From an optimization exercise on the open Yosys and OpenROAD flow, aimed at small area, a short achievable clock period and few clock cycles; shortcuts taken in it are not production practice. At most, simulation tests tie the RTL to the original design; equivalence was not proved. Function not checked in runs 5 to 7: the RTL went through the layout flow alone. Power and IR drop assume default switching activity.

`flow/design.v`:
```
module cpu(clk, reset, in, out, mem_addr, mem_cmd, halt);
  input clk, reset;
  input [15:0] in;
  output [15:0] out;
  output [8:0] mem_addr;
  output [1:0] mem_cmd;
  output halt;
  reg [15:0] R0, R1, R2, R3, R4, R5, R6, R7;
  reg [12:0] ir;        
  reg        ir_v;      
  reg        xv;        
  reg [8:0]  pce;       
  reg [8:0]  mar;       
  reg        hz;        
  reg        infl;      
  reg [8:0]  pcf;       
  reg        go;        
  reg        ldwb;      
  reg [2:0]  ld_rd;
  reg        halted;
  reg        fz, flt;   
  reg c_mov, c_movi, c_bl, c_bx, c_ldr, c_str, c_hlt, c_add, c_cmp, c_and, c_mvn;
  reg c_wr;             
  reg [2:0] wa_r;
  reg j_al, j_eq, j_ne, j_lt, j_le;    
  reg [7:0] asel, bsel;                
  function [15:0] rsel(input [2:0] s, input [15:0] a0, a1, a2, a3, a4, a5, a6, a7);
    case (s)
      3'd0: rsel = a0; 3'd1: rsel = a1; 3'd2: rsel = a2; 3'd3: rsel = a3;
      3'd4: rsel = a4; 3'd5: rsel = a5; 3'd6: rsel = a6; default: rsel = a7;
    endcase
  endfunction
  function [15:0] hsel(input [7:0] s, input [15:0] a0, a1, a2, a3, a4, a5, a6, a7);
    hsel = ({16{s[0]}} & a0) | ({16{s[1]}} & a1) | ({16{s[2]}} & a2) | ({16{s[3]}} & a3) |
           ({16{s[4]}} & a4) | ({16{s[5]}} & a5) | ({16{s[6]}} & a6) | ({16{s[7]}} & a7);
  endfunction
  function [7:0] dec8(input [2:0] n);
    dec8 = 8'b1 << n;
  endfunction
  wire run  = xv & ~hz;                         
  wire hzst = xv & hz;                          
  wire [15:0] ra = hsel(asel, R0, R1, R2, R3, R4, R5, R6, R7);
  wire [15:0] rb = hsel(bsel, R0, R1, R2, R3, R4, R5, R6, R7);
  reg [15:0] sb;
  always @* begin
    case (ir[4:3])
      2'b00: sb = rb;
      2'b01: sb = {rb[14:0], 1'b0};
      2'b10: sb = {1'b0, rb[15:1]};
      default: sb = {rb[15], rb[15:1]};
    endcase
  end
  wire        sub = c_cmp;
  wire [15:0] sum = ra + (sub ? ~sb : sb) + {15'b0, sub};
  reg  [15:0] other;    
  always @* begin
    if (ldwb) other = in;
    else if (c_movi) other = {{8{ir[7]}}, ir[7:0]};
    else if (c_bl) other = {8'b0, pce[7:0]};
    else if (c_mov) other = sb;
    else if (c_and) other = ra & sb;
    else other = ~sb;
  end
  wire [15:0] wd = (c_add & ~ldwb) ? sum : other;
  wire take = j_al | (j_eq & fz) | (j_ne & ~fz) | (j_lt & flt) | (j_le & (flt | fz));
  wire redirect = run & take;
  wire dmem  = run & (c_ldr | c_str);
  wire fetch = go & ~halted & ~dmem & ~(run & c_hlt);
  assign mem_addr = (dmem | redirect) ? mar : (hzst ? pce : pcf);
  assign mem_cmd  = {fetch | (run & c_ldr), run & c_str};
  assign out      = rb;
  assign halt     = halted | (run & c_hlt);
  wire sthit = run & c_str & infl & (mar == pce);
  wire        we = ldwb ? go : (run & c_wr);
  wire [2:0]  wa = ldwb ? ld_rd : wa_r;
  always @(posedge clk) begin
    if (we & (wa == 3'd0)) R0 <= wd;
    if (we & (wa == 3'd1)) R1 <= wd;
    if (we & (wa == 3'd2)) R2 <= wd;
    if (we & (wa == 3'd3)) R3 <= wd;
    if (we & (wa == 3'd4)) R4 <= wd;
    if (we & (wa == 3'd5)) R5 <= wd;
    if (we & (wa == 3'd6)) R6 <= wd;
    if (we & (wa == 3'd7)) R7 <= wd;
  end
  wire [2:0] iop  = in[15:13];
  wire       d_mov = iop == 3'b110;
  wire       d_alu = iop == 3'b101;
  wire       d_ldr = iop == 3'b011;
  wire       d_str = iop == 3'b100;
  wire       d_b   = iop == 3'b001;
  wire       d_bl  = (iop == 3'b010) & in[12];
  wire       d_bx  = (iop == 3'b010) & ~in[12];
  wire [15:0] d_rv = rsel(in[10:8], R0, R1, R2, R3, R4, R5, R6, R7);
  wire [8:0] d_mar = (d_b | d_bl) ? pcf + {in[7], in[7:0]} : d_rv[8:0] + {{4{in[4]}}, in[4:0]};
  wire       d_hz  = ((d_ldr | d_str) & xv & (c_wr | c_ldr) & (wa_r == in[10:8])) | d_bx;
  wire [2:0] d_rb  = (d_str | (iop == 3'b010)) ? in[7:5] : in[2:0];
  wire [8:0] e_mar = c_bx ? rb[8:0] : ra[8:0] + {{4{ir[4]}}, ir[4:0]};
  wire ir_ld = ~(ir_v & (ldwb | hzst));
  reg  ir_v_n, ldwb_n, halted_n;
  always @* begin
    ir_v_n = ir_v; ldwb_n = 1'b0; halted_n = halted;
    if (go) begin
      if (ir_ld) ir_v_n = infl & ~redirect & ~sthit;
      ldwb_n = run & c_ldr;
      if (run & c_hlt) halted_n = 1'b1;
    end
  end
  always @(posedge clk) begin
    if (reset) begin
      go <= 1'b0; ir_v <= 1'b0; infl <= 1'b0; ldwb <= 1'b0; halted <= 1'b0; xv <= 1'b0;
      pcf <= 9'd0;
    end else begin
      go <= 1'b1;
      ir_v <= ir_v_n; ldwb <= ldwb_n; halted <= halted_n;
      xv <= go & ir_v_n & ~ldwb_n & ~halted_n;
      if (go) begin
        infl <= fetch;
        if (fetch) pcf <= mem_addr + 9'd1;
        else if (sthit) pcf <= pce;
      end
    end
  end
  always @(posedge clk) begin
    if (ir_ld) begin
      ir    <= in[12:0];
      pce   <= pcf;
      mar   <= d_mar;
      hz    <= d_hz;
      c_mov <= d_mov & ~in[12];
      c_movi <= d_mov & in[12];
      c_bl  <= d_bl;
      c_bx  <= d_bx;
      c_ldr <= d_ldr;
      c_str <= d_str;
      c_hlt <= iop == 3'b111;
      c_add <= d_alu & (in[12:11] == 2'b00);
      c_cmp <= d_alu & (in[12:11] == 2'b01);
      c_and <= d_alu & (in[12:11] == 2'b10);
      c_mvn <= d_alu & (in[12:11] == 2'b11);
      c_wr  <= d_mov | (d_alu & (in[12:11] != 2'b01)) | d_bl;
      wa_r  <= d_bl ? 3'd7 : (d_mov & in[12]) ? in[10:8] : in[7:5];
      j_al  <= (d_b & (in[10:8] == 3'b000)) | d_bl | d_bx;
      j_eq  <= d_b & (in[10:8] == 3'b001);
      j_ne  <= d_b & (in[10:8] == 3'b010);
      j_lt  <= d_b & (in[10:8] == 3'b011);
      j_le  <= d_b & (in[10:8] == 3'b100);
      asel  <= dec8(in[10:8]);
      bsel  <= dec8(d_rb);
    end else if (hzst) begin
      mar <= e_mar;
      hz  <= 1'b0;
    end
    if (run & c_ldr) ld_rd <= ir[7:5];
    if (run & c_cmp) begin
      fz  <= (ra == sb);
      flt <= (ra[15] ^ sb[15]) ? ra[15] : sum[15];
    end
  end
endmodule
```
`flow/run.sh`:
```
#!/bin/bash
# synth_recipe.tcl (not shown) runs the flow's synth.tcl, then flattens the netlist and writes it again
# the make line also repeats each setting of config.mk as NAME=value (left out here)
make -C /OpenROAD-flow-scripts/flow DESIGN_CONFIG=/design/flow/config.mk WORK_HOME=/design/flow/orfs CLKGATE_MAP_FILE= SYNTH_SCRIPT=/design/flow/synth_recipe.tcl finish
```
`flow/config.mk`:
```
export PLATFORM = sky130hd
export DESIGN_NAME = cpu
export DESIGN_NICKNAME = cpu
export VERILOG_FILES = /design/flow/design.v
export SDC_FILE = /design/flow/constraint.sdc
export NUM_CORES = 4
export LEC_CHECK = 0
export CAP_MARGIN = 20
export CORE_MARGIN = 2
export CORE_UTILIZATION = 40
export SETUP_SLACK_MARGIN = 5
export SLEW_MARGIN = 20
```
`flow/constraint.sdc`:
```
create_clock -name core_clock -period 10.0 [get_ports {clk}]
set_input_delay 2.0000 -clock core_clock [delete_from_list [all_inputs] [get_ports {clk}]]
set_output_delay 2.0000 -clock core_clock [all_outputs]
set_load 0.01 [all_outputs]
```
==> results of run 1 <==
-- state kept, by name, indices dropped and copies added (netlist names), 3 cells and up --
name and flops:
R0 16, R1 16, R2 16, R3 16
R4 16, R5 16, R6 16, R7 16
asel 8, bsel 8, ir 8, ld_rd 3
mar 9, pce 9, pcf 9, wa_r 3
-- cells in the mapped netlist, types with 8 or more instances --
cell type,n
a211oi_1,13
edfxtp_1,195
a31oi_1,15
clkbuf_1,51
nand3_1,16
a221oi_1,11
nand2_1,81
a22oi_1,129
nor2_1,76
inv_1,50
o211ai_1,10
buf_2,13
mux2i_1,35
nor4_1,8
xor2_1,28
mux2_2,25
dfxtp_1,15
nor2b_1,10
nand4_1,29
nor3_1,24
a21oi_1,70
xnor2_1,42
o21ai_0,55
a21o_1,14
ha_1,55
-- layer usage --
layer  track usage [%]  up-vias  part of all wire [%]
li1                  -     4686                     -
met1              33.9     5119                    41
met2              39.2      613                    45
met3              4.88      153                    10
met4              10.5        2                   4.5
met5                 0        -                 0.030
-- final timing paths --
kind,startpoint,to,slack (ns)
setup / recovery,j_le$_DFFE_PN_,mem_addr[0],5.18
hold / removal,ir[6]$_DFFE_PN_,ld_rd[1]$_DFFE_PP_,0.46
hold reg to reg,ir[6]$_DFFE_PN_,ld_rd[1]$_DFFE_PP_,0.46
setup reg to reg,bsel[4]$_SDFFCE_PN0N_,R5[15]$_DFFE_PP_,5.35
-- layout make-up --
| type | count | share of cell area [%] |
|---|---|---|
| clock inverters | 10 | 0.704 |
| inverters | 53 | 1.38 |
| well taps | 402 | 3.37 |
| multi-input cells | 855 | 41.7 |
| repair buffers | 94 | 6.71 |
| flip-flops and latches | 210 | 41.3 |
| clock buffers | 36 | 4.89 |
-- stage by stage --
step	setup slack, ns	power [uW]	cell area [sq um]	util (%)
finish	5.18	2600	14900	47.3
global route	5.00	2700	14900	47.3
CTS	5.01	2570	14600	46.4
detailed placement	3.98	1650	13600	43.0
global placement	4.06	1640	13600	43.0
floorplan	5.02	1450	12800	-
-- critical path: cells and delay by family, from the launching register on --
family                 cells  cell delay, ns
buffers and inverters      3            0.85
AOI/OAI and AO/OA          2            0.45
muxes                      1            0.39
DFF                        1            0.38
and+or+nand+nor            1            0.19
-- kinds of logic (layout without fill, tap and decap cells) --
logic type / count (synthesis) / after routing / share of synthesized area, %
AOI/OAI and AO/OA: 378 / 378 / 20.4
xor gates and xnor gates: 70 / 70 / 4.79
adders and majority gates: 59 / 59 / 6.00
buffers and inverters: 128 / 193 / 4.14
DFF: 210 / 210 / 48.1
muxes: 65 / 65 / 5.82
and+or+nand+nor: 283 / 283 / 10.8
-- timing repair --
| action | CTS | global route |
|---|---|---|
| pin swaps | 2 | 5 |
| buffers inserted | 5 | 22 |
| gates cloned | 2 | 1 |
| setup endpoints to repair | 39 | 62 |
| hold buffers | 0 | 0 |
| gates resized for setup | 20 | 12 |
-- power groups by stage --
stage                     clock network [uW]  registers, uW  logic (uW)
after CTS                                921           1070         580
after detailed placement                   0           1090         562
after global placement                     0           1090         557
after floorplan                            0           1050         401
after global routing                     959           1060         679
final                                    918           1060         626
==> results.py, run 1 <==
metrics = {
    "clock_network": {
        "cts_root_buffer": "clkbuf_16",
        "clkSinkCount": 210,
        "cts_tree": "done",
        "cts.path.max_buffers": 3,
        "clk_latency_ns": 0.56,
        "cts_made_buffers": 26,
        "clk_pin_slew_ns": 0.06,
        "htreeDepth": 1,
    },
    "drt": {
        "drt_iter0_markers": 1379,
        "drc": 0,
        "drt_wl_total_um": 42900,
        "wl_per_cell_um": 25.9,
        "dr_total_vias": 10600,
        "drt-pass1-iter-count": 6,
        "ant_nets": 0,
        "via_per_inst": 6.37,
    },
    "timing": {
        "fin_crit_ns": 4.82,
        "finalSetupTns_ns": 0,
        "tightest_slew_ns": 1.14,
        "fin_crit_sh_pct": 48.2,
        "finalSetupViolCount": 0,
        "fmax_ghz": 0.207,
        "slew_viol_final": 0,
        "hold_viol": 0,
        "finalClockSkew_ns": 0.0233,
        "worst_slew_margin_rel_pct": 23.0,
        "rsz0062_at_grt": "no",
        "fin_hold_ws_ns": 0.459,
    },
    "placed_design": {
        "dpl.cell_count": 1583,
        "io_buffer_count": 45,
        "gp_congestion": 0.914,
        "hpwl_um": 28800,
    },
    "setup_path": {
        "criticalPathCategory": "reg2out",
        "r2r_cells": 15,
        "slowest_stage": "clkdlybuf4s50_1",
        "critPathRequiredTime_ns": 8.00,
        "crit_chain": "nor3b_1 -> o211ai_1 -> buf_4 -> o31ai_4 -> buf_12 -> mux2_2 -> clkdlybuf4s50_1",
        "startpoint_type": "flop",
        "cp.arrival_ns": 2.82,
        "slowest_delay_ns": 0.50,
        "critPathMaxFanout": 8,
        "endpoint_kind": "primary output",
    },
    "die": {
        "num_rows": 65,
        "start_util_pct": 40.6,
        "die_w_um": 183,
        "dieHeight_um": 183,
        "die_area_sq_um": 33400,
        "ios": 46,
        "core-area_sq_um": 31600,
    },
    "finish": {
        "num-nets-final": 1317,
        "layout_common_cells": "edfxtp_1 (195), a22oi_1 (129), nand2_1 (81)",
        "mostFrequentLayoutCell": "edfxtp_1",
        "fillers": 2896,
        "antennaDiodeCount": 0,
        "syn_to_final_growth_pct": 16.5,
        "seqCellArea_sq_um": 6160,
        "final_cells": 1660,
        "drive_above_1_share_pct": 12.6,
        "multi_input_area_sq_um": 6220,
    },
    "grt": {
        "grt_pass1_wl_um": 62600,
        "grt_pass1_vias": 10100,
        "grt_max_degree": 48,
        "grt_usage_pct": 25.0,
        "antenna_found_initial": 1,
        "gr-total-overflow": 0,
    },
    "logic_synthesis": {
        "syn_avg_cell_area_sq_um": 10.7,
        "seq_area_frac_synth_pct": 48.1,
        "synth_area_sq_um": 12800,
        "syn-num-nets": 1270,
        "synth_top_cell_area_share_pct": 45.7,
        "yosysTopAreaCell": "edfxtp_1",
        "yosysUniqueCellTypes": 73,
        "synth-seq-cells": 210,
        "ys_async_sr_fraction_pct": 0,
        "synthFlopType": "edfxtp_1",
        "synth-edff-count": 195,
        "syn_inst": 1193,
        "synthTopCellsByArea": "edfxtp_1 (46%), a22oi_1 (7.6%), ha_1 (5.4%), xnor2_1 (2.9%), a21oi_1 (2.7%)",
        "yosys_warnings": 1,
    },
    "power": {
        "internal_power_uw": 1810,
        "swShare_pct": 30.4,
        "p_per_area_nw_per_um2": 174,
        "ir_drop_uv": 141,
        "seq_power_share_pct": 40.6,
        "clockPowerShare_pct": 35.3,
        "switchingPower_uw": 789,
        "pwr-share-comb_pct": 24.1,
        "leakage_uw": 0.00549,
    },
    "run": {
        "drv_cap": 0,
    },
    "min_path": {
        "hold_path_class": "reg2reg",
        "holdPathStages": 0,
    },
    "run_status": {
        "outcome": "complete, no violations",
    },
}
Testbench counts, summed over its fixed seeds: cycles 35,090.
==> run 2: changes to the inputs <==
==> flow/flow/run.sh (new file) <==
#!/bin/bash
set -euo pipefail
bash standard.sh SETUP_SLACK_MARGIN=6.0 finish > standard_flow.log 2>&1
==> flow/standard.sh (new file) <==
#!/bin/bash
# synth_recipe.tcl (not shown) runs the flow's synth.tcl, then flattens the netlist and writes it again
# the make line also repeats each setting of config.mk as NAME=value (left out here)
make -C /OpenROAD-flow-scripts/flow DESIGN_CONFIG=/design/flow/config.mk WORK_HOME=/design/flow/orfs CLKGATE_MAP_FILE= SYNTH_SCRIPT=/design/flow/synth_recipe.tcl "${@:-finish}"
--- a/flow/config.mk
+++ b/flow/config.mk
@@ -9,4 +9,3 @@
 export CORE_MARGIN = 2
 export CORE_UTILIZATION = 40
-export SETUP_SLACK_MARGIN = 5
 export SLEW_MARGIN = 20
removed: flow/run.sh
==> run 2 against run 1 <==
Effect of this change: global-route usage increased by 2.6 points; via count increased by 6.5%; die area unchanged; utilization increased by 5.3 points; cell count increased by 7.6%; wire length increased by 8.4%; hold slack improved by 0.013 ns; total power increased by 7.7%; critical endpoint is now mem_addr[2]; largest cell class unchanged; largest power group unchanged; highest routed layer is now met4.
==> results.py, run 2 <==
metrics = {
    "logic_synthesis": {
        "syn_inst": 1193,
        "yosysTopAreaCell": "edfxtp_1",
        "synth-edff-count": 195,
        "synth_top_cell_area_share_pct": 45.7,
        "synthTopCellsByArea": "edfxtp_1 (46%), a22oi_1 (7.6%), ha_1 (5.4%), xnor2_1 (2.9%), a21oi_1 (2.7%)",
        "yosysUniqueCellTypes": 73,
        "yosysMostFrequentCell": "edfxtp_1",
        "synth_area_sq_um": 12800,
        "seq_area_frac_synth_pct": 48.1,
        "syn_avg_cell_area_sq_um": 10.7,
        "synthFlopType": "edfxtp_1",
        "ys_async_sr_fraction_pct": 0,
        "syn-num-nets": 1270,
        "synth-seq-cells": 210,
        "yosys_warnings": 1,
        "synth_common_cells": "edfxtp_1 (195), a22oi_1 (129), nand2_1 (81)",
    },
    "die": {
        "dieHeight_um": 183,
        "core-area_sq_um": 31600,
        "die_area_sq_um": 33400,
        "die_w_um": 183,
        "ios": 46,
        "num_rows": 65,
        "start_util_pct": 40.6,
    },
    "finish": {
        "layout_common_cells": "edfxtp_1 (195), buf_4 (125), a22oi_1 (105)",
        "final_util_pct": 52.6,
        "drive_above_1_share_pct": 28.5,
        "antennaDiodeCount": 0,
        "num-nets-final": 1443,
        "fin_area_sq_um": 16600,
        "syn_to_final_growth_pct": 29.6,
        "mostFrequentLayoutCell": "edfxtp_1",
    },
    "run": {
        "drv_cap": 0,
    },
    "grt": {
        "grt_usage_pct": 27.5,
        "antenna_found_initial": 0,
        "busiest_layer": "met2",
        "gr-total-overflow": 0,
        "grt_max_degree": 64,
        "grt_use_met3_pct": 5.78,
        "use_met2_pct": 44.2,
        "met1_usage_pct": 34.7,
        "grt_pass1_wl_um": 69200,
        "grt_pass1_vias": 11100,
    },
    "clock_network": {
        "cts_root_buffer": "clkbuf_16",
        "clk_pin_slew_ns": 0.06,
        "cts.path.max_buffers": 3,
        "clkSinkCount": 210,
        "cts_tree": "done",
        "htreeDepth": 1,
        "clk_latency_ns": 0.58,
        "cts_made_buffers": 26,
    },
    "drt": {
        "drc": 0,
        "wl_per_cell_um": 26.1,
        "dr_total_vias": 11300,
        "ant_nets": 0,
        "drt-pass1-iter-count": 5,
        "drt_iter0_markers": 1302,
        "via_per_inst": 6.30,
        "drt_wl_total_um": 46500,
    },
    "setup_path": {
        "critPathRequiredTime_ns": 8.00,
        "slowest_stage": "edfxtp_1",
        "critPathMaxFanout": 6,
        "crit_chain": "nor2_1 -> o211ai_1 -> o31ai_4 -> buf_12 -> buf_12 -> mux2_4 -> buf_6",
        "r2r_slack_ns": 5.74,
        "r2r-end": "R1[15]$_DFFE_PP_",
        "path_common_cell": "buf_12",
        "r2r_cells": 21,
        "criticalPathCategory": "reg2out",
        "cp.arrival_ns": 2.31,
        "slowest_delay_ns": 0.44,
        "endpoint_kind": "primary output",
        "r2r_start": "bsel[5]$_SDFFCE_PN0N_",
        "startpoint_type": "flop",
    },
    "min_path": {
        "holdPathStages": 0,
        "whs_endpoint": "ld_rd[0]$_DFFE_PP_",
        "min_from": "ir[5]$_DFFE_PN_",
        "hold_path_class": "reg2reg",
    },
    "timing": {
        "tightest_slew_ns": 1.08,
        "worst_slew_margin_rel_pct": 28.2,
        "fin_crit_sh_pct": 43.1,
        "finalSetupTns_ns": 0,
        "hold_viol": 0,
        "finalSetupViolCount": 0,
        "finalClockSkew_ns": 0.0503,
        "slew_viol_final": 0,
        "fin_crit_ns": 4.31,
        "fmax_ghz": 0.232,
        "rsz0062_at_grt": "yes",
    },
    "placed_design": {
        "dpl_cell_area_sq_um": 13700,
        "gp_congestion": 0.914,
        "io_buffer_count": 45,
        "hpwl_um": 29500,
    },
    "power": {
        "ir_drop_uv": 121,
        "leakage_uw": 0.00636,
        "p_per_area_nw_per_um2": 169,
    },
    "run_status": {
        "outcome": "complete, no violations",
    },
}
run 2: through the flow:
stage / hold WS (ns) / setup slack (ns) / power [uW] / cells
6_report: 0.472 / 5.69 / 2800 / 1786
5_1_grt: 0.493 / 5.58 / 2900 / 1786
4_1_cts: 0.468 / 5.64 / 2730 / 1761
3_5_place_dp: 0.450 / 4.21 / 1660 / 1589
3_3_place_gp: 0.447 / 4.28 / 1660 / 1588
2_1_floorplan: 0.426 / 5.27 / 1450 / 1193
run 2: logic make-up (layout without fill, tap and decap cells):
group           after synthesis  after routing  share of synthesized area (%)
compound gates              378            378                           20.4
xor+xnor                     70             70                           4.79
fa+ha+maj                    59             59                           6.00
buf+inv                     128            319                           4.14
flops                       210            210                           48.1
mux                          65             65                           5.82
simple gates                283            283                           10.8
run 2: repair_timing:
item / 4_1_cts / 5_1_grt
endpoints found under the setup margin: 149 / 149
hold buffers: 0 / 0
resized for setup: 251 / 75
cloned: 4 / 0
buffers inserted: 122 / 25
pin swaps: 67 / 43
run 2: layout make-up:
type	count	area [sq um]
Fill cell	2653	15000
Inverter	53	214
Tap cell	402	503
Multi-Input combinational cell	855	6760
Sequential cell	210	6160
Clock inverter	10	150
Clock buffer	36	688
Timing Repair Buffer	220	2110
run 2: critical path, delay by kind of cell, from the launching register on:
family          cells  cell delay (ns)
flops               1             0.44
compound gates      2             0.45
simple gates        1             0.12
buf+inv             3             0.41
mux                 1             0.32
run 2: power by group:
part	switching, uW	internal [uW]
clock network	372	557
logic	437	375
registers	40.4	1020
total	849	1950
run 2: worst max-delay path by stage:
| stage | to | from | slack [ns] |
|---|---|---|---|
| finish | mem_addr[2] | j_ne$_DFFE_PN_ | 5.69 |
| global route | mar[8]$_DFFE_PP_ | in[9] | 5.58 |
| CTS | mem_addr[2] | j_le$_DFFE_PN_ | 5.64 |
| detailed placement | mar[8]$_DFFE_PP_ | in[8] | 4.21 |
| global placement | mar[8]$_DFFE_PP_ | in[8] | 4.28 |
| floorplan | mar[8]$_DFFE_PP_ | in[9] | 5.27 |
run 2: per-layer routing:
metal,up-vias,part of all wire [%]
li1,4959,-
met1,5426,38
met2,668,45
met3,206,9.9
met4,0,6.6
met5,-,0
==> run 3: changes to the inputs <==
==> flow/flow/run.sh (replaced) <==
#!/bin/bash
set -euo pipefail
bash standard.sh SETUP_SLACK_MARGIN=5.6 finish > standard_flow.log 2>&1
==> run 3 against run 2 <==
Effect of this change: combinational power decreased by 15%; via count decreased by 3.9%; die area unchanged; non-clock buffer count decreased by 78; utilization decreased by 3.5 points; synthesized cell count unchanged; first-iteration DRC count decreased by 5.1%; critical endpoint is now mem_addr[3].
==> results.py, run 3 <==
metrics = {
    "run_status": {
        "outcome": "complete, no violations",
    },
    "die": {
        "die_w_um": 183,
        "dieHeight_um": 183,
        "start_util_pct": 40.6,
        "die_area_sq_um": 33400,
        "core-area_sq_um": 31600,
        "num_rows": 65,
        "ios": 46,
    },
    "timing": {
        "finalClockSkew_ns": 0.0249,
        "tightest_slew_ns": 1.03,
        "fin_hold_ws_ns": 0.452,
        "finalSetupViolCount": 0,
        "rsz0062_at_grt": "yes",
        "slew_viol_final": 0,
        "fin_crit_sh_pct": 44.6,
        "worst_slew_margin_rel_pct": 30.9,
        "hold_viol": 0,
        "fin_crit_ns": 4.46,
        "finalSetupTns_ns": 0,
        "fmax_ghz": 0.224,
    },
    "finish": {
        "num-nets-final": 1364,
        "antennaDiodeCount": 0,
        "layout_common_cells": "edfxtp_1 (195), a22oi_1 (129), nand2_1 (78)",
        "fin_area_sq_um": 15500,
        "mostFrequentLayoutCell": "edfxtp_1",
        "syn_to_final_growth_pct": 21.0,
        "final_cells": 1707,
        "drive_above_1_share_pct": 18.9,
    },
    "placed_design": {
        "hpwl_um": 29100,
        "gp_congestion": 0.931,
        "io_buffer_count": 45,
        "dpl_cell_area_sq_um": 13600,
        "dpl.cell_count": 1586,
    },
    "power": {
        "swShare_pct": 30.7,
        "finalPower_uw": 2610,
        "pwr-share-comb_pct": 26.5,
        "clockPowerShare_pct": 33.1,
        "seq_power_share_pct": 40.4,
        "leakage_uw": 0.00579,
        "internal_power_uw": 1810,
        "ir_drop_uv": 122,
        "switchingPower_uw": 800,
        "p_per_area_nw_per_um2": 169,
    },
    "clock_network": {
        "clkSinkCount": 210,
        "postCtsHoldBufs": 0,
        "cts_root_buffer": "clkbuf_16",
        "cts.path.max_buffers": 3,
        "cts_tree": "done",
        "htreeDepth": 1,
        "clk_latency_ns": 0.56,
        "clk_pin_slew_ns": 0.06,
        "cts_made_buffers": 24,
    },
    "logic_synthesis": {
        "synth_area_sq_um": 12800,
        "synth-seq-cells": 210,
        "synth_top_cell_area_share_pct": 45.7,
        "synth_common_cells": "edfxtp_1 (195), a22oi_1 (129), nand2_1 (81)",
        "ys_async_sr_fraction_pct": 0,
        "yosys_warnings": 1,
        "seq_area_frac_synth_pct": 48.1,
        "yosysUniqueCellTypes": 73,
        "syn-num-nets": 1270,
        "synthTopCellsByArea": "edfxtp_1 (46%), a22oi_1 (7.6%), ha_1 (5.4%), xnor2_1 (2.9%), a21oi_1 (2.7%)",
        "yosysMostFrequentCell": "edfxtp_1",
        "syn_inst": 1193,
        "synthFlopType": "edfxtp_1",
        "yosysTopAreaCell": "edfxtp_1",
        "syn_avg_cell_area_sq_um": 10.7,
        "synth-edff-count": 195,
    },
    "setup_path": {
        "critPathRequiredTime_ns": 8.00,
        "endpoint_kind": "primary output",
        "r2r_cells": 13,
        "critPathMaxFanout": 5,
        "criticalPathCategory": "reg2out",
        "startpoint_type": "flop",
        "cp.arrival_ns": 2.46,
    },
    "drt": {
        "dr_total_vias": 10800,
        "drt_wl_total_um": 44100,
        "drc": 0,
        "via_per_inst": 6.34,
        "wl_per_cell_um": 25.8,
        "drt-pass1-iter-count": 6,
        "drt_iter0_markers": 1235,
        "ant_nets": 0,
    },
    "min_path": {
        "hold_path_class": "reg2reg",
        "holdPathStages": 0,
    },
    "grt": {
        "antenna_found_initial": 0,
        "grt_usage_pct": 25.6,
        "gr-total-overflow": 0,
        "grt_pass1_vias": 10300,
        "grt_max_degree": 38,
        "grt_pass1_wl_um": 64100,
    },
    "run": {
        "drv_cap": 0,
    },
}
-- run 3: changes by cell type in the layout (fill, tap and decap cells not counted), moves of 5 or more --
cell / change
buf_4: -48
buf_6: -30
a22oi_1: +24
a22oi_2: -24
clkdlybuf4s50_1: +19
buf_8: -5
clkbuf_2: -5
o21ai_1: +5
o21ai_2: -5
-- run 3: layout make-up --
cell class | count | area (sq um)
timing repair buffer | 142 | 1380
sequential | 210 | 6160
multi-input combinational | 856 | 6460
clock inverter | 9 | 103
inverter | 53 | 210
clock buffer | 35 | 672
tap | 402 | 503
fill | 2793 | 16100
-- run 3: stage by stage --
step / util [%] / setup slack (ns)
after global routing: 49.1 / 5.47
after global placement: 43.2 / 4.26
after detailed placement: 43.2 / 4.18
final: 49.1 / 5.54
after floorplan: - / 5.27
after CTS: 47.9 / 5.44
-- run 3: kinds of logic (layout without fill, tap and decap cells) --
family                   Yosys count  count (layout)  synth area share [%]
AO/OA/AOI/OAI                    378             379                  20.4
multiplexers                      65              65                  5.82
buffers and inverters            128             239                  4.14
flip-flops                       210             210                  48.1
AND/OR/NAND/NOR                  283             283                  10.8
XOR/XNOR                          70              70                  4.79
adder cells (fa/ha/maj)           59              59                  6.00
-- run 3: power groups by stage --
stage | Sequential (uW) | Combinational [uW] | Clock [uW]
5_1_grt | 1060 | 741 | 902
3_5_place_dp | 1080 | 572 | 0
3_3_place_gp | 1080 | 568 | 0
4_1_cts | 1050 | 632 | 869
6_report | 1050 | 691 | 864
2_1_floorplan | 1050 | 404 | 0
-- run 3: metal layers --
layer  wire length [um]  track usage (%)  vias to the layer above  share of wire, %
met3               4380             4.57                      152               9.9
li1                   -                -                     4796                 -
met1              17900             35.0                     5255                41
met4               2110             11.5                        0               4.8
met5                  0            0.741                        -                 0
met2              19700             39.8                      615                45
-- run 3: final timing paths --
| path | from | to | slack (ns) |
|---|---|---|---|
| setup / recovery | j_le$_DFFE_PN_ | mem_addr[3] | 5.54 |
| hold / removal | ir[6]$_DFFE_PN_ | ld_rd[1]$_DFFE_PP_ | 0.45 |
| setup reg to reg | asel[2]$_SDFFCE_PP0N_ | R3[8]$_DFFE_PP_ | 5.77 |
| hold reg to reg | ir[6]$_DFFE_PN_ | ld_rd[1]$_DFFE_PP_ | 0.45 |
-- run 3: what timing repair did --
item,in CTS,in global routing
buffers inserted,45,28
resized for setup,88,63
pin swaps,11,31
endpoints found under the setup margin,99,87
cloned,4,0
-- run 3: critical path: stages, from the launching register on --
cell and delay [ns]:
edfxtp_1 0.41, nor3b_2 0.21, o211ai_1 0.11, buf_4 0.18
buf_6 0.12, o31ai_4 0.27, buf_4 0.16, mux2_4 0.33
buf_6 0.13
==> run 4: changes to the inputs <==
==> flow/flow/run.sh (replaced) <==
#!/bin/bash
set -euo pipefail
bash standard.sh SETUP_SLACK_MARGIN=5.6 "BUFFER_PORTS_ARGS=-buffer_cell sky130_fd_sc_hd__buf_4" finish > standard_flow.log 2>&1
==> run 4 against run 3 <==
Effect of this change: still clean on timing, DRC and antenna; sequential cell count unchanged; hold slack better by 0.0016 ns; utilization down 0.94 points; clock power down 3.0%; register-to-register slack worse by 0.07 ns; global-route usage up 0.44 points; total power down 1.6%; sequential power about the same; combinational power down 2%; critical path type unchanged; critical endpoint unchanged; largest cell class unchanged; highest routed layer unchanged.
==> results.py, run 4 <==
metrics = {
    "power": {
        "leakage_uw": 0.00574,
        "clockPowerShare_pct": 32.6,
        "finalPower_uw": 2570,
        "p_per_area_nw_per_um2": 169,
        "internal_power_uw": 1770,
        "ir_drop_uv": 124,
        "seq_power_share_pct": 41.1,
        "pwr-share-comb_pct": 26.3,
        "swShare_pct": 31.2,
        "switchingPower_uw": 802,
    },
    "timing": {
        "layout_setup_ws_ns": 5.55,
        "tightest_slew_ns": 1.03,
        "fin_crit_ns": 4.45,
        "slew_viol_final": 0,
        "finalSetupViolCount": 0,
        "rsz0062_at_grt": "yes",
        "worst_slew_margin_rel_pct": 30.9,
        "finalSetupTns_ns": 0,
        "fmax_ghz": 0.225,
        "finalClockSkew_ns": 0.0336,
        "hold_viol": 0,
        "fin_crit_sh_pct": 44.5,
    },
    "die": {
        "die_area_sq_um": 33400,
        "ios": 46,
        "start_util_pct": 40.6,
        "core-area_sq_um": 31600,
        "dieHeight_um": 183,
        "die_w_um": 183,
        "num_rows": 65,
    },
    "logic_synthesis": {
        "synth_common_cells": "edfxtp_1 (195), a22oi_1 (129), nand2_1 (81)",
        "yosysMostFrequentCell": "edfxtp_1",
        "yosysUniqueCellTypes": 73,
        "synth-edff-count": 195,
        "syn_inst": 1193,
        "ys_async_sr_fraction_pct": 0,
        "yosysTopAreaCell": "edfxtp_1",
        "synth_area_sq_um": 12800,
        "synthFlopType": "edfxtp_1",
        "synth_top_cell_area_share_pct": 45.7,
        "yosys_warnings": 1,
        "synthTopCellsByArea": "edfxtp_1 (46%), a22oi_1 (7.6%), ha_1 (5.4%), xnor2_1 (2.9%), a21oi_1 (2.7%)",
        "seq_area_frac_synth_pct": 48.1,
        "syn_avg_cell_area_sq_um": 10.7,
        "synth-seq-cells": 210,
        "syn-num-nets": 1270,
    },
    "finish": {
        "drive_above_1_share_pct": 20.6,
        "multi_input_area_sq_um": 6410,
        "fillers": 2827,
        "final_util_pct": 48.1,
        "syn_to_final_growth_pct": 18.6,
        "antennaDiodeCount": 0,
        "final_cells": 1695,
        "layout_common_cells": "edfxtp_1 (195), a22oi_1 (129), buf_4 (126)",
        "num-nets-final": 1357,
        "seqCellArea_sq_um": 6160,
        "mostFrequentLayoutCell": "edfxtp_1",
    },
    "clock_network": {
        "cts_root_buffer": "clkbuf_16",
        "cts.path.max_buffers": 3,
        "cts_made_buffers": 24,
        "htreeDepth": 1,
        "cts_tree": "done",
        "clk_latency_ns": 0.56,
        "clk_pin_slew_ns": 0.06,
        "clkSinkCount": 210,
    },
    "placed_design": {
        "dp_slack_ns": 4.54,
        "hpwl_um": 29800,
        "gp_congestion": 0.924,
        "io_buffer_count": 45,
        "dpl.cell_count": 1578,
    },
    "grt": {
        "grt_usage_pct": 26.1,
        "grt_pass1_vias": 10300,
        "gr-total-overflow": 0,
        "grt_pass1_wl_um": 65800,
        "grt_max_degree": 50,
        "antenna_found_initial": 0,
    },
    "run": {
        "drv_cap": 0,
    },
    "setup_path": {
        "startpoint_type": "flop",
        "critPathRequiredTime_ns": 8.00,
        "critPathMaxFanout": 12,
        "cp.arrival_ns": 2.45,
        "endpoint_kind": "primary output",
        "criticalPathCategory": "reg2out",
    },
    "drt": {
        "wl_per_cell_um": 26.6,
        "via_per_inst": 6.49,
        "drc": 0,
        "ant_nets": 0,
        "dr_total_vias": 11000,
        "drt_iter0_markers": 1389,
        "drt-pass1-iter-count": 6,
        "drt_wl_total_um": 45000,
    },
    "min_path": {
        "hold_path_class": "reg2reg",
    },
    "run_status": {
        "outcome": "complete, no violations",
    },
}
run 4: cells by family (layout without fill, tap and decap cells):
| kind of cell | count (synthesis) | in the layout | share of synthesized area [%] |
|---|---|---|---|
| AO/OA/AOI/OAI | 378 | 378 | 20.4 |
| XOR/XNOR | 70 | 70 | 4.79 |
| adder cells (fa/ha/maj) | 59 | 59 | 6.00 |
| buffers and inverters | 128 | 228 | 4.14 |
| flip-flops | 210 | 210 | 48.1 |
| multiplexers | 65 | 65 | 5.82 |
| AND/OR/NAND/NOR | 283 | 283 | 10.8 |
run 4: what timing repair did:
item	in CTS	in global routing
gates cloned	1	2
pin swaps	8	24
gates resized for setup	37	36
setup buffers	38	37
setup endpoints to repair	82	95
hold buffers	0	0
run 4: layout make-up:
cell class,instances,share of cell area [%]
sequential,210,40.5
multi-input combinational,855,42.2
tap,402,3.31
inverter,53,1.36
timing repair buffer,136,7.78
clock inverter,13,0.816
clock buffer,26,4.00
run 4: worst paths after layout:
path	slack, ns	cells after the start	end	startpoint
worst max register to register	5.70	14	R4[12]$_DFFE_PP_	asel[0]$_SDFFCE_PP0N_
worst min register to register	0.45	0	ld_rd[1]$_DFFE_PP_	ir[6]$_DFFE_PN_
worst min-delay path	0.45	0	ld_rd[1]$_DFFE_PP_	ir[6]$_DFFE_PN_
worst max-delay path	5.55	7	mem_addr[3]	j_le$_DFFE_PN_
run 4: power groups by stage:
stage / Clock [uW] / Sequential, uW / Combinational (uW)
6_report: 838 / 1060 / 675
5_1_grt: 879 / 1060 / 726
4_1_cts: 843 / 1050 / 612
3_5_place_dp: 0 / 1090 / 555
3_3_place_gp: 0 / 1080 / 550
2_1_floorplan: 0 / 1050 / 404
run 4: metrics by stage:
step                cell area (sq um)  hold slack [ns]
finish                          15200            0.454
detailed placement              13500            0.453
global placement                13500            0.442
global route                    15200            0.476
CTS                             14700            0.454
floorplan                       12900            0.426
run 4: per-layer routing:
| metal | wire, um | track usage, % |
|---|---|---|
| met4 | 2140 | 9.54 |
| met2 | 20000 | 40.5 |
| met1 | 18400 | 36.6 |
| met3 | 4530 | 4.73 |
| met5 | 0 | 0 |
run 4: worst max-delay path, cell delays in order (launching register included):
cell and delay (ns):
edfxtp_1 0.42, nor3b_2 0.19, o211ai_1 0.11, buf_4 0.17, o31ai_4 0.26, buf_12 0.18
mux2_2 0.39, buf_4 0.16
==> run 5: changes to the inputs <==
--- a/flow/design.v
+++ b/flow/design.v
@@ -10,4 +10,8 @@
   reg        ir_v;      
   reg        xv;        
+  reg        rn;        
+  reg        hs;        
+  reg        mi, md;    
+  reg        r_ld, r_eq, r_ne, r_lt, r_le;   
   reg [8:0]  pce;       
   reg [8:0]  mar;       
@@ -38,6 +42,7 @@
     dec8 = 8'b1 << n;
   endfunction
-  wire run  = xv & ~hz;                         
-  wire hzst = xv & hz;                          
+  wire run  = rn;                               
+  wire hzst = hs;                               
+  wire [8:0] mar_e = {mar[8:5] + {md, md, md, mi | md}, mar[4:0]};
   wire [15:0] ra = hsel(asel, R0, R1, R2, R3, R4, R5, R6, R7);
   wire [15:0] rb = hsel(bsel, R0, R1, R2, R3, R4, R5, R6, R7);
@@ -63,13 +68,13 @@
   end
   wire [15:0] wd = (c_add & ~ldwb) ? sum : other;
-  wire take = j_al | (j_eq & fz) | (j_ne & ~fz) | (j_lt & flt) | (j_le & (flt | fz));
-  wire redirect = run & take;
+  wire redirect = run & (j_al | (j_eq & fz) | (j_ne & ~fz) | (j_lt & flt) | (j_le & (flt | fz)));
+  wire msel = r_ld | (r_eq & fz) | (r_ne & ~fz) | (r_lt & flt) | (r_le & (flt | fz));
   wire dmem  = run & (c_ldr | c_str);
   wire fetch = go & ~halted & ~dmem & ~(run & c_hlt);
-  assign mem_addr = (dmem | redirect) ? mar : (hzst ? pce : pcf);
+  assign mem_addr = msel ? mar_e : (hzst ? pce : pcf);
   assign mem_cmd  = {fetch | (run & c_ldr), run & c_str};
   assign out      = rb;
   assign halt     = halted | (run & c_hlt);
-  wire sthit = run & c_str & infl & (mar == pce);
+  wire sthit = run & c_str & infl & (mar_e == pce);
   wire        we = ldwb ? go : (run & c_wr);
   wire [2:0]  wa = ldwb ? ld_rd : wa_r;
@@ -93,5 +98,9 @@
   wire       d_bx  = (iop == 3'b010) & ~in[12];
   wire [15:0] d_rv = rsel(in[10:8], R0, R1, R2, R3, R4, R5, R6, R7);
-  wire [8:0] d_mar = (d_b | d_bl) ? pcf + {in[7], in[7:0]} : d_rv[8:0] + {{4{in[4]}}, in[4:0]};
+  wire [5:0] d_lo  = {1'b0, d_rv[4:0]} + {1'b0, in[4:0]};
+  wire       d_jmp = d_b | d_bl;
+  wire [8:0] d_mar = d_jmp ? pcf + {in[7], in[7:0]} : {d_rv[8:5], d_lo[4:0]};
+  wire       d_mi  = ~d_jmp & d_lo[5] & ~in[4];
+  wire       d_md  = ~d_jmp & ~d_lo[5] & in[4];
   wire       d_hz  = ((d_ldr | d_str) & xv & (c_wr | c_ldr) & (wa_r == in[10:8])) | d_bx;
   wire [2:0] d_rb  = (d_str | (iop == 3'b010)) ? in[7:5] : in[2:0];
@@ -99,4 +108,12 @@
   wire ir_ld = ~(ir_v & (ldwb | hzst));
   reg  ir_v_n, ldwb_n, halted_n;
+  wire xv_n = go & ir_v_n & ~ldwb_n & ~halted_n;
+  wire hz_n   = ir_ld ? d_hz : (hzst ? 1'b0 : hz);
+  wire ldst_n = ir_ld ? (d_ldr | d_str) : (c_ldr | c_str);
+  wire jal_n  = ir_ld ? ((d_b & (in[10:8] == 3'b000)) | d_bl | d_bx) : j_al;
+  wire jeq_n  = ir_ld ? (d_b & (in[10:8] == 3'b001)) : j_eq;
+  wire jne_n  = ir_ld ? (d_b & (in[10:8] == 3'b010)) : j_ne;
+  wire jlt_n  = ir_ld ? (d_b & (in[10:8] == 3'b011)) : j_lt;
+  wire jle_n  = ir_ld ? (d_b & (in[10:8] == 3'b100)) : j_le;
   always @* begin
     ir_v_n = ir_v; ldwb_n = 1'b0; halted_n = halted;
@@ -110,9 +127,17 @@
     if (reset) begin
       go <= 1'b0; ir_v <= 1'b0; infl <= 1'b0; ldwb <= 1'b0; halted <= 1'b0; xv <= 1'b0;
+      rn <= 1'b0; hs <= 1'b0; r_ld <= 1'b0; r_eq <= 1'b0; r_ne <= 1'b0; r_lt <= 1'b0; r_le <= 1'b0;
       pcf <= 9'd0;
     end else begin
       go <= 1'b1;
       ir_v <= ir_v_n; ldwb <= ldwb_n; halted <= halted_n;
-      xv <= go & ir_v_n & ~ldwb_n & ~halted_n;
+      xv <= xv_n;
+      rn <= xv_n & ~hz_n;
+      hs <= xv_n & hz_n;
+      r_ld <= xv_n & ~hz_n & (ldst_n | jal_n);
+      r_eq <= xv_n & ~hz_n & jeq_n;
+      r_ne <= xv_n & ~hz_n & jne_n;
+      r_lt <= xv_n & ~hz_n & jlt_n;
+      r_le <= xv_n & ~hz_n & jle_n;
       if (go) begin
         infl <= fetch;
@@ -127,4 +152,6 @@
       pce   <= pcf;
       mar   <= d_mar;
+      mi    <= d_mi;
+      md    <= d_md;
       hz    <= d_hz;
       c_mov <= d_mov & ~in[12];
@@ -150,4 +177,6 @@
     end else if (hzst) begin
       mar <= e_mar;
+      mi  <= 1'b0;
+      md  <= 1'b0;
       hz  <= 1'b0;
     end
==> flow/flow/run.sh (replaced) <==
#!/bin/bash
set -euo pipefail
bash standard.sh SETUP_SLACK_MARGIN=5.6 finish > standard_flow.log 2>&1
==> run 5 against run 4 <==
Effect of this change: clock skew down 0.010 ns; synthesized cell count up 3.1%; still clean on timing, DRC and antenna; sequential power about the same; first-iteration DRC count up 4.8%.
==> results.py, run 5 <==
metrics = {
    "run_status": {
        "outcome": "complete, no violations",
    },
    "clock_network": {
        "cts_root_buffer": "clkbuf_16",
        "cts_tree": "done",
        "clk_latency_ns": 0.54,
        "cts.path.max_buffers": 3,
        "htreeDepth": 1,
        "clk_pin_slew_ns": 0.06,
        "cts_made_buffers": 26,
        "postCtsHoldBufs": 0,
        "clkSinkCount": 219,
    },
    "setup_path": {
        "crit_start": "fz$_DFFE_PP_",
        "critPathMaxFanout": 9,
        "cp.arrival_ns": 2.50,
        "critPathRequiredTime_ns": 8.00,
        "endpoint_kind": "primary output",
        "startpoint_type": "flop",
        "criticalPathCategory": "reg2out",
        "r2r_start": "asel[7]$_SDFFCE_PN0N_",
    },
    "logic_synthesis": {
        "yosysUniqueCellTypes": 75,
        "syn_inst": 1230,
        "yosysMostFrequentCell": "edfxtp_1",
        "synth_common_cells": "edfxtp_1 (191), a22oi_1 (129), nand2_1 (83)",
        "yosysTopAreaCell": "edfxtp_1",
        "yosys_warnings": 1,
        "seq_area_frac_synth_pct": 48.0,
        "syn-num-nets": 1308,
        "synth_top_cell_area_share_pct": 43.8,
        "synth_area_sq_um": 13100,
        "synthFlopType": "edfxtp_1",
        "synth-edff-count": 191,
        "synthTopCellsByArea": "edfxtp_1 (44%), a22oi_1 (7.4%), ha_1 (5.3%), dfxtp_1 (4.3%), mux2i_1 (3.9%)",
        "synth-seq-cells": 219,
        "syn_avg_cell_area_sq_um": 10.7,
        "ys_async_sr_fraction_pct": 0,
    },
    "power": {
        "internal_power_uw": 1880,
        "swShare_pct": 30.4,
        "ir_drop_uv": 109,
        "pwr-share-comb_pct": 25.5,
        "clockPowerShare_pct": 34.6,
        "switchingPower_uw": 822,
        "p_per_area_nw_per_um2": 170,
        "leakage_uw": 0.00595,
        "finalPower_uw": 2700,
        "seq_power_share_pct": 39.9,
    },
    "finish": {
        "antennaDiodeCount": 0,
        "mostFrequentLayoutCell": "edfxtp_1",
        "layout_common_cells": "edfxtp_1 (191), a22oi_1 (129), buf_4 (96)",
        "syn_to_final_growth_pct": 21.3,
        "num-nets-final": 1403,
        "drive_above_1_share_pct": 17.4,
        "fin_area_sq_um": 15900,
    },
    "die": {
        "die_area_sq_um": 34200,
        "num_rows": 66,
        "start_util_pct": 40.5,
        "die_w_um": 185,
        "ios": 46,
        "core-area_sq_um": 32400,
        "dieHeight_um": 185,
    },
    "grt": {
        "grt_use_met3_pct": 4.62,
        "antenna_found_initial": 0,
        "grt_pass1_wl_um": 66800,
        "met1_usage_pct": 35.5,
        "grt_usage_pct": 26.2,
        "busiest_layer": "met2",
        "use_met2_pct": 41.1,
        "gr-total-overflow": 0,
        "grt_max_degree": 60,
        "grt_pass1_vias": 10700,
    },
    "placed_design": {
        "io_buffer_count": 45,
        "gp_congestion": 0.929,
        "dpl_cell_area_sq_um": 13900,
        "hpwl_um": 30100,
    },
    "timing": {
        "worst_slew_margin_rel_pct": 27.3,
        "finalClockSkew_ns": 0.0234,
        "tightest_slew_ns": 1.08,
        "slew_viol_final": 0,
        "fin_crit_sh_pct": 45.0,
        "finalSetupViolCount": 0,
        "finalSetupTns_ns": 0,
        "hold_viol": 0,
        "fmax_ghz": 0.222,
        "fin_crit_ns": 4.50,
        "rsz0062_at_grt": "yes",
    },
    "min_path": {
        "min_from": "halted$_SDFF_PP0_",
        "hold_path_class": "reg2reg",
    },
    "drt": {
        "ant_nets": 0,
        "drc": 0,
        "drt_iter0_markers": 1455,
        "dr_total_vias": 11300,
        "wl_per_cell_um": 25.7,
        "via_per_inst": 6.35,
        "drt_wl_total_um": 45900,
        "drt-pass1-iter-count": 6,
    },
    "run": {
        "drv_cap": 0,
    },
}
[run 5: changes by cell type after synthesis, moves of 6 or more]
cell / before / now
mux2_2: 25 / 9
mux2i_1: 35 / 51
dfxtp_1: 15 / 28
inv_1: 50 / 60
a211oi_1: 13 / 22
buf_2: 13 / 22
nand2b_1: 6 / 15
nor3_1: 24 / 15
clkbuf_1: 51 / 59
nand3_1: 16 / 8
nor2_1: 76 / 82
[run 5: path summary, 6_finish.rpt]
check / to / slack (ns) / depth (start not counted)
min: halted$_SDFF_PP0_ / 0.48 / 2
max: mem_addr[2] / 5.50 / 7
max reg2reg: R3[14]$_DFFE_PP_ / 5.71 / 13
min reg2reg: halted$_SDFF_PP0_ / 0.48 / 2
[run 5: layout make-up]
cell class	count	area, sq um
clock buffer	37	753
timing repair buffer	151	1390
sequential	219	6300
multi-input combinational	867	6580
clock inverter	10	86.3
fill	2890	16500
tap	442	553
inverter	60	236
[run 5: logic make-up after synthesis]
group | Yosys count | synth area share [%]
XOR/XNOR | 67 | 4.59
AO/OA/AOI/OAI | 387 | 20.6
flip-flops | 219 | 48.0
adder cells (fa/ha/maj) | 60 | 6.01
buffers and inverters | 145 | 4.45
multiplexers | 65 | 5.46
AND/OR/NAND/NOR | 287 | 10.8
[run 5: worst max-delay path, stage by stage, from the launching register on]
cell	delay (ns)
edfxtp_1	0.46
nor3b_4	0.20
o211ai_4	0.21
buf_12	0.18
buf_12	0.11
mux2i_4	0.23
inv_1	0.09
clkdlybuf4s50_1	0.48
[run 5: power by group through the flow]
stage	clock, uW	sequential, uW	combinational (uW)
2_1_floorplan	0	1080	406
3_3_place_gp	0	1120	560
3_5_place_dp	0	1120	563
4_1_cts	938	1080	627
5_1_grt	973	1080	739
6_report	934	1080	690
[run 5: per-layer routing]
metal	up-vias	share of wire, %
li1	4927	-
met1	5503	40
met2	740	44
met3	175	10
met4	0	5.5
met5	-	0
[run 5: stage by stage]
stage	cells	hold slack [ns]	util [%]	worst slack, ns
after floorplan	1230	0.426	-	5.55
after global placement	1648	0.456	43.0	4.57
after detailed placement	1649	0.469	43.0	4.52
after CTS	1746	0.485	47.8	5.48
after global routing	1786	0.512	49.1	5.45
final	1786	0.479	49.1	5.50
[run 5: what timing repair did]
item	4_1_cts	5_1_grt
cloned	3	1
pin swaps	5	11
gates resized for setup	56	33
endpoints found under the setup margin	96	99
setup buffers	47	39
==> run 6: changes to the inputs <==
==> flow/flow/run.sh (replaced) <==
#!/bin/bash
set -euo pipefail
bash standard.sh SETUP_SLACK_MARGIN=5.6 "BUFFER_PORTS_ARGS=-buffer_cell sky130_fd_sc_hd__buf_4" finish > standard_flow.log 2>&1
==> run 6 against run 5 <==
Effect of this change: wire length fell by 2.5%; utilization fell by 2.2 points; via count fell by 3.5%; global-route usage fell by 0.56 points; critical endpoint is now mem_addr[6]; still clean on timing, DRC and antenna; fmax rose by 3.8%; critical path type unchanged; cell count fell by 3.0%; critical path depth fell by 1.
==> results.py, run 6 <==
metrics = {
    "power": {
        "p_per_area_nw_per_um2": 175,
        "leakage_uw": 0.00563,
        "ir_drop_uv": 102,
    },
    "timing": {
        "fin_crit_ns": 4.34,
        "finalSetupViolCount": 0,
        "fin_crit_sh_pct": 43.4,
        "hold_viol": 0,
        "finalClockSkew_ns": 0.0186,
        "slew_viol_final": 0,
        "rsz0062_at_grt": "no",
        "fmax_ghz": 0.231,
        "tightest_slew_ns": 1.09,
        "worst_slew_margin_rel_pct": 27.4,
        "finalSetupTns_ns": 0,
    },
    "drt": {
        "drt_iter0_markers": 1590,
        "drc": 0,
        "wl_per_cell_um": 25.8,
        "drt_wl_total_um": 44700,
        "ant_nets": 0,
        "drt-pass1-iter-count": 6,
        "via_per_inst": 6.32,
        "dr_total_vias": 10900,
    },
    "finish": {
        "drive_above_1_share_pct": 16.7,
        "final_util_pct": 46.9,
        "mostFrequentLayoutCell": "edfxtp_1",
        "syn_to_final_growth_pct": 15.8,
        "num-nets-final": 1350,
        "fin_area_sq_um": 15200,
        "layout_common_cells": "edfxtp_1 (191), a22oi_1 (129), buf_4 (97)",
        "fillers": 2959,
        "antennaDiodeCount": 0,
    },
    "logic_synthesis": {
        "seq_area_frac_synth_pct": 48.0,
        "synthTopCellsByArea": "edfxtp_1 (44%), a22oi_1 (7.4%), ha_1 (5.3%), dfxtp_1 (4.3%), mux2i_1 (3.9%)",
        "synth-edff-count": 191,
        "synth_common_cells": "edfxtp_1 (191), a22oi_1 (129), nand2_1 (83)",
        "yosys_warnings": 1,
        "yosysTopAreaCell": "edfxtp_1",
        "synth_top_cell_area_share_pct": 43.8,
        "synthFlopType": "edfxtp_1",
        "synth-seq-cells": 219,
        "syn_avg_cell_area_sq_um": 10.7,
        "syn-num-nets": 1308,
        "syn_inst": 1230,
        "synth_area_sq_um": 13100,
        "ys_async_sr_fraction_pct": 0,
        "yosysUniqueCellTypes": 75,
        "yosysMostFrequentCell": "edfxtp_1",
    },
    "grt": {
        "gr-total-overflow": 0,
        "antenna_found_initial": 0,
        "grt_usage_pct": 25.6,
        "grt_pass1_wl_um": 65400,
        "grt_pass1_vias": 10500,
        "grt_max_degree": 59,
    },
    "die": {
        "die_w_um": 185,
        "ios": 46,
        "dieHeight_um": 185,
        "die_area_sq_um": 34200,
        "start_util_pct": 40.5,
        "core-area_sq_um": 32400,
        "num_rows": 66,
    },
    "setup_path": {
        "critPathRequiredTime_ns": 8.00,
        "endpoint_kind": "primary output",
        "criticalPathCategory": "reg2out",
        "startpoint_type": "flop",
        "cp.arrival_ns": 2.34,
        "critPathMaxFanout": 3,
    },
    "min_path": {
        "hold_path_class": "reg2reg",
    },
    "placed_design": {
        "gp_congestion": 0.932,
        "hpwl_um": 30400,
        "io_buffer_count": 45,
        "dpl_cell_area_sq_um": 13800,
    },
    "clock_network": {
        "htreeDepth": 1,
        "clk_latency_ns": 0.53,
        "cts_tree": "done",
        "postCtsHoldBufs": 0,
        "clkSinkCount": 219,
        "cts_made_buffers": 24,
        "clk_pin_slew_ns": 0.06,
        "cts_root_buffer": "clkbuf_16",
        "cts.path.max_buffers": 3,
    },
    "run": {
        "drv_cap": 0,
    },
    "run_status": {
        "outcome": "complete, no violations",
    },
}
==> run 6: cell counts after synthesis <==
Identical to the previous run, type by type.
==> run 6: power breakdown <==
group	switching (uW)	internal [uW]
Combinational	395	249
Clock	373	563
Sequential	34.4	1050
==> run 6: final timing paths <==
| path | start | endpoint | slack (ns) | cells past startpoint |
|---|---|---|---|---|
| min reg2reg | j_lt$_DFF_P_ | j_lt$_DFF_P_ | 0.48 | 2 |
| max | md$_SDFFCE_PP0P_ | mem_addr[6] | 5.66 | 6 |
| max reg2reg | asel[0]$_SDFFCE_PP0N_ | R6[14]$_DFFE_PP_ | 5.70 | 13 |
| min | j_lt$_DFF_P_ | j_lt$_DFF_P_ | 0.48 | 2 |
==> run 6: worst max-delay path, cell delays in order, from the launching register on <==
cell and delay [ns]:
edfxtp_1 0.37, or2_2 0.30, ha_1 0.19, inv_1 0.07
fa_2 0.47, mux2i_2 0.24, buf_4 0.17
==> run 6: timing repair <==
item | in CTS | in global routing
cloned | 0 | 1
pin swaps | 1 | 5
buffers inserted | 26 | 12
endpoints found under the setup margin | 89 | 85
resized for setup | 18 | 29
==> run 6: area by class of cell <==
| type | count | area, sq um | area share (%) |
|---|---|---|---|
| clock buffers | 36 | 738 | 4.86 |
| clock inverters | 8 | 97.6 | 0.643 |
| inverters | 60 | 233 | 1.53 |
| multi-input cells | 867 | 6490 | 42.7 |
| flip-flops and latches | 219 | 6300 | 41.5 |
| well taps | 442 | 553 | 3.64 |
| repair buffers | 100 | 771 | 5.08 |
==> run 6: per-stage QoR <==
step | hold WS [ns] | cells | total power (uW) | setup WS [ns]
floorplan | 0.426 | 1230 | 1490 | 5.55
global placement | 0.454 | 1649 | 1670 | 5.05
detailed placement | 0.470 | 1649 | 1680 | 4.87
CTS | 0.484 | 1719 | 2630 | 5.53
global route | 0.504 | 1732 | 2750 | 5.60
finish | 0.480 | 1732 | 2660 | 5.66
==> run 6: logic make-up after synthesis <==
logic type / Yosys count / share of synthesized area, %
simple gates: 287 / 10.8
flops: 219 / 48.0
mux: 65 / 5.46
fa+ha+maj: 60 / 6.01
xor+xnor: 67 / 4.59
buf+inv: 145 / 4.45
compound gates: 387 / 20.6
==> run 6: layer usage <==
layer	wire, um	global-route usage [%]	vias to the layer above
li1	-	-	4802
met1	17800	33.4	5311
met2	20100	40.6	694
met3	4680	5.96	141
met4	2170	11.5	0
met5	0	0	-
==> run 7: changes to the inputs <==
--- a/flow/config.mk
+++ b/flow/config.mk
@@ -9,3 +9,4 @@
 export CORE_MARGIN = 2
 export CORE_UTILIZATION = 40
+export CTS_BUF_LIST = sky130_fd_sc_hd__clkbuf_4
 export SLEW_MARGIN = 20
==> run 7 against run 6 <==
Effect of this change: clock power is 16% lower; cell count rose by 4.2%; fmax fell by 0.20%; global-route usage increased by 0.30 points; combinational power rose by 2%; register-to-register slack got worse by 0.03 ns; die area did not move; area after synthesis is the same; critical path type unchanged.
==> results.py, run 7 <==
metrics = {
    "run_status": {
        "outcome": "complete, no violations",
    },
    "power": {
        "ir_drop_uv": 62.8,
        "leakage_uw": 0.00573,
        "p_per_area_nw_per_um2": 166,
    },
    "timing": {
        "fin_crit_ns": 4.35,
        "slew_viol_final": 0,
        "worst_slew_margin_rel_pct": 28.8,
        "rsz0062_at_grt": "yes",
        "fmax_ghz": 0.230,
        "finalSetupTns_ns": 0,
        "layout_setup_ws_ns": 5.65,
        "finalSetupViolCount": 0,
        "finalClockSkew_ns": 0.0764,
        "fin_hold_ws_ns": 0.479,
        "hold_viol": 0,
        "tightest_slew_ns": 1.07,
        "fin_crit_sh_pct": 43.5,
    },
    "logic_synthesis": {
        "yosysUniqueCellTypes": 75,
        "syn-num-nets": 1308,
        "yosysMostFrequentCell": "edfxtp_1",
        "ys_async_sr_fraction_pct": 0,
        "synth-seq-cells": 219,
        "synthFlopType": "edfxtp_1",
        "syn_inst": 1230,
        "syn_avg_cell_area_sq_um": 10.7,
        "yosys_warnings": 1,
        "synth_common_cells": "edfxtp_1 (191), a22oi_1 (129), nand2_1 (83)",
        "synthTopCellsByArea": "edfxtp_1 (44%), a22oi_1 (7.4%), ha_1 (5.3%), dfxtp_1 (4.3%), mux2i_1 (3.9%)",
        "yosysTopAreaCell": "edfxtp_1",
        "seq_area_frac_synth_pct": 48.0,
        "synth_top_cell_area_share_pct": 43.8,
        "synth-edff-count": 191,
        "synth_area_sq_um": 13100,
    },
    "min_path": {
        "min_from": "halted$_SDFF_PP0_",
        "holdPathStages": 2,
        "hold_path_class": "reg2reg",
        "whs_endpoint": "halted$_SDFF_PP0_",
    },
    "setup_path": {
        "cp.arrival_ns": 2.35,
        "r2r_cells": 10,
        "endpoint_kind": "primary output",
        "slowest_stage": "edfxtp_1",
        "critPathMaxFanout": 10,
        "crit_chain": "nor3b_4 -> o211ai_4 -> buf_12 -> mux2i_4 -> inv_1 -> buf_4",
        "r2r_start": "asel[3]$_SDFFCE_PP0N_",
        "startpoint_type": "flop",
        "slowest_delay_ns": 0.48,
        "r2r-end": "R4[4]$_DFFE_PP_",
        "r2r_slack_ns": 5.67,
        "criticalPathCategory": "reg2out",
        "critPathRequiredTime_ns": 8.00,
    },
    "run": {
        "drv_cap": 0,
    },
    "die": {
        "start_util_pct": 40.5,
        "die_area_sq_um": 34200,
        "core-area_sq_um": 32400,
        "num_rows": 66,
        "ios": 46,
        "dieHeight_um": 185,
        "die_w_um": 185,
    },
    "finish": {
        "syn_to_final_growth_pct": 16.2,
        "num-nets-final": 1394,
        "layout_common_cells": "edfxtp_1 (191), a22oi_1 (129), buf_4 (108)",
        "drive_above_1_share_pct": 20.8,
        "mostFrequentLayoutCell": "edfxtp_1",
        "final_util_pct": 47.0,
    },
    "clock_network": {
        "cts_root_buffer": "clkbuf_4",
        "cts_tree": "done",
        "cts_made_buffers": 58,
        "clk_pin_slew_ns": 0.06,
        "cts.path.max_buffers": 3,
        "clkSinkCount": 219,
        "htreeDepth": 2,
        "clk_latency_ns": 0.74,
    },
    "drt": {
        "via_per_inst": 6.20,
        "wl_per_cell_um": 24.9,
        "drt-pass1-iter-count": 9,
        "drt_iter0_markers": 1533,
        "drc": 0,
        "ant_nets": 0,
        "dr_total_vias": 11200,
        "drt_wl_total_um": 44900,
    },
    "placed_design": {
        "hpwl_um": 30400,
        "io_buffer_count": 45,
        "dp_slack_ns": 4.87,
        "gp_congestion": 0.932,
    },
    "grt": {
        "grt_pass1_wl_um": 66000,
        "gr-total-overflow": 0,
        "grt_usage_pct": 25.9,
        "antenna_found_initial": 1,
        "grt_max_degree": 59,
        "grt_pass1_vias": 10800,
    },
}
## run 7: cell counts after synthesis
No cell type changed its count.
## run 7: kinds of logic (layout without fill, tap and decap cells)
logic type | after synthesis | in the layout | synth area share, %
DFF | 219 | 219 | 48.0
muxes | 65 | 65 | 5.46
xor gates and xnor gates | 67 | 67 | 4.59
AOI/OAI and AO/OA | 387 | 387 | 20.6
adders and majority gates | 60 | 60 | 6.01
other | 0 | 1 | 0
and+or+nand+nor | 287 | 288 | 10.8
buffers and inverters | 145 | 275 | 4.45
## run 7: worst max-delay path by stage
stage                               start                to  slack, ns
floorplan                           in[9]  mar[4]$_DFFE_PP_       5.55
finish                       fz$_DFFE_PP_       mem_addr[0]       5.65
detailed placement  bsel[6]$_SDFFCE_PN0N_  R7[14]$_DFFE_PP_       4.87
global route        bsel[3]$_SDFFCE_PP0N_           out[10]       5.55
global placement    bsel[2]$_SDFFCE_PP0N_  R3[14]$_DFFE_PP_       5.05
CTS                      mi$_SDFFCE_PP0P_       mem_addr[6]       5.59
## run 7: area by class of cell
class	count	area [sq um]
Antenna cell	1	2.50
Clock buffer	83	623
Clock inverter	22	118
Fill cell	3011	17100
Inverter	60	225
Multi-Input combinational cell	867	6570
Sequential cell	219	6300
Tap cell	442	553
Timing Repair Buffer	110	842
## run 7: report_power, final
group / internal (uW) / switching (uW)
clock network: 408 / 379
logic: 259 / 399
registers: 1050 / 34.1
total: 1720 / 812
## run 7: critical path, delay by kind of cell, from the launching register on
kind,cells,cell delay (ns)
and+or+nand+nor,1,0.21
muxes,1,0.29
AOI/OAI and AO/OA,1,0.19
buffers and inverters,3,0.43
DFF,1,0.48
## run 7: per-layer routing
metal	track usage [%]	part of all wire [%]	up-vias
li1	-	-	4937
met1	33.3	40	5443
met2	41.3	46	667
met3	6.37	10	134
met4	11.7	4.0	0
met5	0	0	-
## run 7: what timing repair did
action                                  CTS  global route
endpoints found under the setup margin   92            84
pin swaps                                 6             6
gates cloned                              1             0
setup buffers                            33            15
hold buffers                              0             0
resized for setup                        34            26
## run 7: per-stage QoR
| stage | instances | instance area [sq um] | total power, uW |
|---|---|---|---|
| 2_1_floorplan | 1230 | 13200 | 1490 |
| 3_3_place_gp | 1649 | 13800 | 1670 |
| 3_5_place_dp | 1649 | 13800 | 1680 |
| 4_1_cts | 1788 | 15000 | 2500 |
| 5_1_grt | 1804 | 15200 | 2640 |
| 6_report | 1804 | 15200 | 2530 |

## static timing again, ports no longer ideal
No port has a modelled driver above. Below, the same layouts with a new extraction and two added sets of constraints.
Step 1 (the two cells are an assumption about what drives the block):
set clk [get_ports {clk}]
set_driving_cell -lib_cell sky130_fd_sc_hd__clkbuf_16 $clk
set_driving_cell -lib_cell sky130_fd_sc_hd__buf_2 [delete_from_list [all_inputs] $clk]
Step 2 times the ports against the registers' clock, not the clock port: input delays grow and output delays shrink by t, the midpoint of the rising clock arrivals with the driver on.
Three values: ideal ports, drivers, drivers and shift; two values: the first two.
run | shift t [ns] | setup WS [ns] | slew at the worst register clock pin (ns)
run 1 | 0.594 | 5.176 / 5.128 / 4.684 | 0.07 / 0.07
run 2 | 0.601 | 5.686 / 5.635 / 5.094 | 0.06 / 0.06
run 3 | 0.595 | 5.543 / 5.491 / 5.017 | 0.06 / 0.06
run 4 | 0.589 | 5.551 / 5.462 / 4.873 | 0.07 / 0.07
run 5 | 0.579 | 5.498 / 5.450 / 5.120 | 0.07 / 0.07
run 6 | 0.575 | 5.663 / 5.611 / 5.244 | 0.07 / 0.07
run 7 | 0.745 | 5.654 / 5.606 / 4.995 | 0.08 / 0.08
After both steps every run listed still meets setup and hold. The setup slack of run 4, which loses most, moves by -0.089 ns with the drivers and by -0.678 ns with both steps.
